What follows belongs to an exercise in optimizing a design on an open flow for small area; a production flow would make more cautious choices.
In this exercise RTL edits were held to simulation tests only and were not proved equivalent to the original.
The flow treats the clock pin as an ideal source, which a real chip does not have.
Power and IR drop assume default switching activity.

== job 9690 ==
// bin2bcd
module bin2bcd(CLK,RESET,ENABLE,  BIN ,BCD_o);
output	reg	[39:0]  BCD_o ;
input			CLK;
input		[31:0]	BIN;
input			ENABLE;
input			RESET;
	localparam W = 39;
	reg	[5:0]	c ;
	reg	[W-1:0]	R ;
	wire idle = ~(c[5] | c[4] | c[3] | c[2] | c[0]);
	wire copy = c[5] & c[1] & c[0];
	wire done = c[5] & c[2];
	wire run  = ~(idle | copy | done);
	wire [8:0] en;
	assign en[0] = 1'b1;
	assign en[1] = c[5] | c[4] | c[3];			 
	assign en[2] = c[5] | c[4] | c[3];			 
	assign en[3] = c[5] | c[4];				 
	assign en[4] = c[5] | c[4];				 
	assign en[5] = c[5] | (c[4] & (c[3] | c[2]));		 
	assign en[6] = c[5] | (c[4] & c[3]);			 
	assign en[7] = c[5] | (c[4] & c[3] & c[2]);		 
	assign en[8] = c[5];					 
	function [3:0] CORRECT;
	input [3:0] d;
	input       e;
	reg g;
	begin
		g = e & (d[3] | (d[2] & (d[1] | d[0])));
		CORRECT[0] = d[0] ^ g;
		CORRECT[1] = d[1] ^ (g & ~d[0]);
		CORRECT[2] = d[2] ^ (g & (d[2] | d[0]));
		CORRECT[3] = d[3] | g;
	end
	endfunction
	function integer POS;	 
	input integer d;
	input integer k;
	begin
		POS = (32 + 4*d + k) % W;
	end
	endfunction
	reg [W-1:0] C;	 
	reg [3:0]   t;
	integer d, k;
	always @* begin
		C = R;
		for (d = 0; d < 9; d = d + 1) begin
			for (k = 0; k < 4; k = k + 1) t[k] = R[POS(d,k)];
			t = CORRECT(t, en[d]);
			for (k = 0; k < 4; k = k + 1) C[POS(d,k)] = t[k];
		end
	end
	wire [W-1:0] step = {C[W-2:0], C[W-1]};
	wire [W-1:0] load = {{(W-32){1'b0}}, BIN};
	wire sl = idle;
	wire ss = ENABLE & run;
	wire sh = ~(sl | ss);
	wire [W-1:0] Rn = ({W{sl}} & load) | ({W{ss}} & step) | ({W{sh}} & R);
	always @(posedge CLK or posedge RESET) begin
		if (RESET)
			c <= 6'd2;
		else if (ENABLE && !done)
			c <= c + 6'd1;
	end
	always @(posedge CLK)
		R <= ({W{sl}} & load) | ({W{ss}} & step) | ({W{~(sl|ss)}} & R);
	always @(posedge CLK) begin
		if (ENABLE && copy) begin
			for (d = 0; d < 10; d = d + 1)
				for (k = 0; k < 4; k = k + 1)
					if (4*d+k < 39)
						BCD_o[4*d+k] <= R[POS(d,k)];
			BCD_o[39] <= 1'b0;
		end
	end
endmodule
Size: roughly 75 I/O pins, ~0.0032 mm² of cells after synthesis.
==> flow/config.mk <==
export PLATFORM = sky130hd
export DESIGN_NAME = bin2bcd
export DESIGN_NICKNAME = bin2bcd
export VERILOG_FILES = /design/flow/design.v
export SDC_FILE = /design/flow/constraint.sdc
export NUM_CORES = 4
export LEC_CHECK = 0
export CAP_MARGIN = 20
export CORE_MARGIN = 2
export CORE_UTILIZATION = 70
export PLACE_DENSITY = 0.75
export SLEW_MARGIN = 20
==> flow/constraint.sdc <==
create_clock -name core_clock -period 10.0 [get_ports {CLK}]
set_input_delay 2.0000 -clock core_clock [delete_from_list [all_inputs] [get_ports {CLK}]]
set_output_delay 2.0000 -clock core_clock [all_outputs]
set_load 0.01 [all_outputs]
standard.sh (not shown) runs the stock make flow with config.mk's settings and CLKGATE_MAP_FILE= SYNTH_SCRIPT=/design/flow/synth_recipe.tcl, a recipe that flattens the netlist after the stock synthesis.
==> flow/flow/run.sh <==
#!/bin/bash
# Layout: the standard ORFS flow (standard.sh), with settings that keep
# cell area down:
# - synthesis is the standard synthesis (synth_recipe.tcl), but ABC maps
#   the logic with flow/abc_area.script (area-oriented amap, no upsizing) through
#   flow/my_synth.tcl, and without the half/full adder extraction
#   (ADDER_MAP_FILE empty); registers and their names are unchanged;
# - port buffers are buf_1 instead of the resizer's default choice;
# - the buffers ABC inserted are removed at floorplan;
# - repair of slew and capacitance may not use cells of drive 4 and up
#   other than buf_4 (flow/small_cells.tcl);
# - CTS without dummy loads, clkbuf_8 root, and leaf buffers that drive at
#   most 12 flip-flops set to clkbuf_4 afterwards (flow/clkleaf.tcl).
# ORFS writes each step's full log under orfs/logs; make's output is in
# flow.log.
set -euo pipefail
export FLOW_SYNTH_TCL=$PWD/synth_recipe.tcl
export MY_ABC_SCRIPT=$PWD/flow/abc_area.script
bash standard.sh \
  "SYNTH_SCRIPT=$PWD/flow/my_synth.tcl" \
  "ADDER_MAP_FILE=" \
  "BUFFER_PORTS_ARGS=-buffer_cell sky130_fd_sc_hd__buf_1" \
  "REMOVE_ABC_BUFFERS=1" \
  "CTS_ARGS=-sink_clustering_enable -dont_use_dummy_load -buf_list sky130_fd_sc_hd__clkbuf_4 -root_buf sky130_fd_sc_hd__clkbuf_8" \
  "POST_CTS_TCL=$PWD/flow/clkleaf.tcl" \
  "PRE_GLOBAL_PLACE_TCL=$PWD/flow/small_cells.tcl" \
  "PRE_RESIZE_TCL=$PWD/flow/small_cells.tcl" \
  "PRE_CTS_TCL=$PWD/flow/small_cells.tcl" \
  "PRE_GLOBAL_ROUTE_TCL=$PWD/flow/small_cells.tcl" \
  finish > flow.log 2>&1
==> flow/flow/clkleaf.tcl <==
set db [ord::get_db]
set small [$db findMaster sky130_fd_sc_hd__clkbuf_4]
set n 0
foreach inst [[ord::get_db_block] getInsts] {
  if {[[$inst getMaster] getName] ne "sky130_fd_sc_hd__clkbuf_8"} { continue }
  set in_net [[$inst findITerm A] getNet]
  if {$in_net eq "NULL" || [$in_net getName] eq "CLK"} { continue }
  set out_net [[$inst findITerm X] getNet]
  if {$out_net eq "NULL"} { continue }
  set fanout [expr {[llength [$out_net getITerms]] - 1}]
  if {$fanout > 12} { continue }
  $inst swapMaster $small
  incr n
}
puts "clkleaf.tcl: $n leaf clock buffers set to clkbuf_4"
==> flow/flow/small_cells.tcl <==
# Before each step that repairs slew and capacitance: keep the repair from
# reaching for very large cells. Cells of drive strength 4 and above are left
# out, except buf_4 and the clock buffers CTS uses. This only narrows the
# platform's own cell list.
set skip {}
foreach cell [get_lib_cells sky130_fd_sc_hd__*] {
  set name [get_name $cell]
  if {![regexp {_(\d+)$} $name -> drive]} { continue }
  if {$drive < 4} { continue }
  if {[lsearch -exact {sky130_fd_sc_hd__buf_4 sky130_fd_sc_hd__clkbuf_4 sky130_fd_sc_hd__clkbuf_8} $name] >= 0} { continue }
  if {[regexp {^sky130_fd_sc_hd__(fill|decap|tap|diode)} $name]} { continue }
  lappend skip $cell
}
set_dont_use $skip
puts "small_cells.tcl: [llength $skip] cells of drive 4 and above left out of repair"
Other scripts of this flow, unchanged in this note and not shown: flow/flow/abc_area.script, flow/flow/my_synth.tcl
For job 1190, these inputs were changed with respect to job 9690:
# job 9690
export LEC_CHECK = 0
export CAP_MARGIN = 20
export CORE_MARGIN = 2
export CORE_UTILIZATION = 70
export PLACE_DENSITY = 0.75
export SLEW_MARGIN = 20
create_clock -name core_clock -period 10.0 [get_ports {CLK}]
# job 1190
export LEC_CHECK = 0
export CAP_MARGIN = 20
export CORE_MARGIN = 2
export CORE_UTILIZATION = 40
export SLEW_MARGIN = 20
create_clock -name core_clock -period 10.0 [get_ports {CLK}]
==> flow/flow/run.sh <==
#!/bin/bash
# Layout: the standard ORFS flow (standard.sh), with settings that keep
# cell area down:
# - synthesis is the standard synthesis (synth_recipe.tcl), but ABC maps
#   the logic with flow/abc_area.script (area-oriented amap) through
#   flow/my_synth.tcl; registers and their names are unchanged;
# - port buffers are buf_1 instead of the resizer's default choice;
# - the buffers ABC inserted are removed at floorplan;
# - CTS without dummy loads, clkbuf_8 root, and leaf buffers that drive at
#   most 10 flip-flops set to clkbuf_4 afterwards (flow/clkleaf.tcl).
# ORFS writes each step's full log under orfs/logs; make's output is in
# flow.log.
set -euo pipefail
export FLOW_SYNTH_TCL=$PWD/synth_recipe.tcl
export MY_ABC_SCRIPT=$PWD/flow/abc_area.script
bash standard.sh \
  "SYNTH_SCRIPT=$PWD/flow/my_synth.tcl" \
  "BUFFER_PORTS_ARGS=-buffer_cell sky130_fd_sc_hd__buf_1" \
  "REMOVE_ABC_BUFFERS=1" \
  "CTS_ARGS=-sink_clustering_enable -dont_use_dummy_load -buf_list sky130_fd_sc_hd__clkbuf_4 -root_buf sky130_fd_sc_hd__clkbuf_8" \
  "POST_CTS_TCL=$PWD/flow/clkleaf.tcl" \
  finish > flow.log 2>&1
diff --git a/flow/flow/clkleaf.tcl b/flow/flow/clkleaf.tcl
--- a/flow/flow/clkleaf.tcl
+++ b/flow/flow/clkleaf.tcl
@@ -10,3 +10,3 @@
   set fanout [expr {[llength [$out_net getITerms]] - 1}]
-  if {$fanout > 12} { continue }
+  if {$fanout > 10} { continue }
   $inst swapMaster $small
removed: flow/flow/small_cells.tcl
Notes after the runs:
Against job 9690, net total in the final layout in job 1190 fell slightly. Synthesized cell count: job 1190 < job 9690. Detailed-route wire length was lower in the run labelled job 1190.
The following lists how job 3501 was set up differently from job 1190:
# job 1190
export LEC_CHECK = 0
export CAP_MARGIN = 20
export CORE_MARGIN = 2
export CORE_UTILIZATION = 40
export SLEW_MARGIN = 20
create_clock -name core_clock -period 10.0 [get_ports {CLK}]
# job 3501
export LEC_CHECK = 0
export CAP_MARGIN = 20
export CORE_MARGIN = 2
export CORE_UTILIZATION = 70
export PLACE_DENSITY = 0.75
export SLEW_MARGIN = 20
create_clock -name core_clock -period 10.0 [get_ports {CLK}]
diff --git a/flow/flow/clkleaf.tcl b/flow/flow/clkleaf.tcl
--- a/flow/flow/clkleaf.tcl
+++ b/flow/flow/clkleaf.tcl
@@ -10,3 +10,3 @@
   set fanout [expr {[llength [$out_net getITerms]] - 1}]
-  if {$fanout > 10} { continue }
+  if {$fanout > 16} { continue }
   $inst swapMaster $small
==> comparison <==
Job 3501 finished every step from synthesis to the final layout, and the layout passed the timing, design-rule and antenna checks.
Summary — area of the core, job 3501 relative to job 1190: lower, by 43%.
Diff job 1190 -> job 3501 | area of the die | decrease of 41%
Number of global-route vias before repair up 2.9% in job 3501 wrt job 1190
Taking job 1190 as the reference, in job 3501 placed instance area saw a decrease, smallest hold slack increased by 0.011 ns relative to the old numbers, highest clock rate increased by about 0.4% relative to the old numbers, placer's final routability congestion estimate down 2.1%, layout overhead on the synthesized area shrank by 2.7 points.
Final cell count went down by more than 10% going from job 1190 to job 3501.
> inputs changed (job 3501 -> job 8966)
# job 3501
export LEC_CHECK = 0
export CAP_MARGIN = 20
export CORE_MARGIN = 2
export CORE_UTILIZATION = 70
export PLACE_DENSITY = 0.75
export SLEW_MARGIN = 20
create_clock -name core_clock -period 10.0 [get_ports {CLK}]
# job 8966
export LEC_CHECK = 0
export CAP_MARGIN = 20
export CORE_MARGIN = 2
export CORE_UTILIZATION = 40
export SLEW_MARGIN = 20
create_clock -name core_clock -period 10.0 [get_ports {CLK}]
diff --git a/flow/flow/run.sh b/flow/flow/run.sh
--- a/flow/flow/run.sh
+++ b/flow/flow/run.sh
@@ -4,4 +4,5 @@
 # - synthesis is the standard synthesis (synth_recipe.tcl), but ABC maps
-#   the logic with flow/abc_area.script (area-oriented amap) through
-#   flow/my_synth.tcl; registers and their names are unchanged;
+#   the logic with flow/abc_area.script (area-oriented amap, no upsizing) through
+#   flow/my_synth.tcl, and without the half/full adder extraction
+#   (ADDER_MAP_FILE empty); registers and their names are unchanged;
 # - port buffers are buf_1 instead of the resizer's default choice;
@@ -17,2 +18,3 @@
   "SYNTH_SCRIPT=$PWD/flow/my_synth.tcl" \
+  "ADDER_MAP_FILE=" \
   "BUFFER_PORTS_ARGS=-buffer_cell sky130_fd_sc_hd__buf_1" \
diff --git a/flow/flow/clkleaf.tcl b/flow/flow/clkleaf.tcl
--- a/flow/flow/clkleaf.tcl
+++ b/flow/flow/clkleaf.tcl
@@ -10,3 +10,3 @@
   set fanout [expr {[llength [$out_net getITerms]] - 1}]
-  if {$fanout > 16} { continue }
+  if {$fanout > 10} { continue }
   $inst swapMaster $small
Vias: job 8966 fewer than job 3501
Going from job 3501 to job 8966, mapped cell area down 0.89%, number of cells on the worst reg-to-reg path up 2, fraction of the cycle the final worst path needs down 6.3 points.
Inputs modified between job 8966 and job 9251:
# job 8966
export LEC_CHECK = 0
export CAP_MARGIN = 20
export CORE_MARGIN = 2
export CORE_UTILIZATION = 40
export SLEW_MARGIN = 20
create_clock -name core_clock -period 10.0 [get_ports {CLK}]
# job 9251
export LEC_CHECK = 0
export CAP_MARGIN = 20
export CORE_MARGIN = 2
export CORE_UTILIZATION = 70
export PLACE_DENSITY = 0.75
export SLEW_MARGIN = 20
create_clock -name core_clock -period 10.0 [get_ports {CLK}]
diff --git a/flow/flow/run.sh b/flow/flow/run.sh
--- a/flow/flow/run.sh
+++ b/flow/flow/run.sh
@@ -9,4 +9,6 @@
 # - the buffers ABC inserted are removed at floorplan;
+# - repair of slew and capacitance may not use cells of drive 4 and up
+#   other than buf_4 (flow/small_cells.tcl);
 # - CTS without dummy loads, clkbuf_8 root, and leaf buffers that drive at
-#   most 10 flip-flops set to clkbuf_4 afterwards (flow/clkleaf.tcl).
+#   most 16 flip-flops set to clkbuf_4 afterwards (flow/clkleaf.tcl).
 # ORFS writes each step's full log under orfs/logs; make's output is in
@@ -23,2 +25,6 @@
   "POST_CTS_TCL=$PWD/flow/clkleaf.tcl" \
+  "PRE_GLOBAL_PLACE_TCL=$PWD/flow/small_cells.tcl" \
+  "PRE_RESIZE_TCL=$PWD/flow/small_cells.tcl" \
+  "PRE_CTS_TCL=$PWD/flow/small_cells.tcl" \
+  "PRE_GLOBAL_ROUTE_TCL=$PWD/flow/small_cells.tcl" \
   finish > flow.log 2>&1
diff --git a/flow/flow/clkleaf.tcl b/flow/flow/clkleaf.tcl
--- a/flow/flow/clkleaf.tcl
+++ b/flow/flow/clkleaf.tcl
@@ -10,3 +10,3 @@
   set fanout [expr {[llength [$out_net getITerms]] - 1}]
-  if {$fanout > 10} { continue }
+  if {$fanout > 16} { continue }
   $inst swapMaster $small
==> flow/flow/small_cells.tcl (new file) <==
# Before each step that repairs slew and capacitance: keep the repair from
# reaching for very large cells. Cells of drive strength 4 and above are left
# out, except buf_4 and the clock buffers CTS uses. This only narrows the
# platform's own cell list.
set skip {}
foreach cell [get_lib_cells sky130_fd_sc_hd__*] {
  set name [get_name $cell]
  if {![regexp {_(\d+)$} $name -> drive]} { continue }
  if {$drive < 4} { continue }
  if {[lsearch -exact {sky130_fd_sc_hd__buf_4 sky130_fd_sc_hd__clkbuf_4 sky130_fd_sc_hd__clkbuf_8} $name] >= 0} { continue }
  if {[regexp {^sky130_fd_sc_hd__(fill|decap|tap|diode)} $name]} { continue }
  lappend skip $cell
}
set_dont_use $skip
puts "small_cells.tcl: [llength $skip] cells of drive 4 and above left out of repair"
### Flow results
No stage failed in job 9251, and the final checks on the layout all came back clean.
From job 9251 to job 8966, remaining global-route overflow did not move at all.
Clock share of power (higher): job 8966
Compared with job 8966, placement density in the core of job 9251 is higher.
Route | job 9251 vs job 8966 | wire longer in job 9251
On setup slack, job 8966 beats job 9251.
| final instance area | job 9251 vs job 8966 | better |
Power attributed to the clock group: job 9251 < job 8966
Job 9251 against job 8966: worst setup slack after placement decreased 0.51 ns, cell count decreased 11%, area growth from synthesis to layout decreased 3.7 points.

==> what the ideal ports hide <==
The flow's constraints put no driver on any port. The routed layouts listed below were extracted and timed again, unchanged, in two steps.
Step 1 assumes that a clkbuf_16 drives the clock port and a buf_2 every other input.
Step 2 adds t to the input delays and takes it off the output delays; t is the mean of the earliest and latest rising clock arrival at the registers after step 1. Input paths then give back, and output paths get back, about the clock's delay inside the block.
Slacks: no drivers / after step 1 / after step 2; pairs: no drivers / after step 1.
run	t (ns)	setup WS [ns]	worst slew at a driven data input, ns
job 9690	0.360	5.639 / 5.646 / 5.286	0.03
job 1190	0.374	5.595 / 5.600 / 5.226	0.04
job 3501	0.372	5.613 / 5.620 / 5.248	0.04
job 8966	0.359	6.243 / 6.248 / 5.889	0.03
job 9251	0.362	5.590 / 5.596 / 5.234	0.03
After both steps every run listed still meets setup and hold. The setup slack of job 1190, which loses most, moves by +0.005 ns with the drivers and by -0.369 ns with both steps.
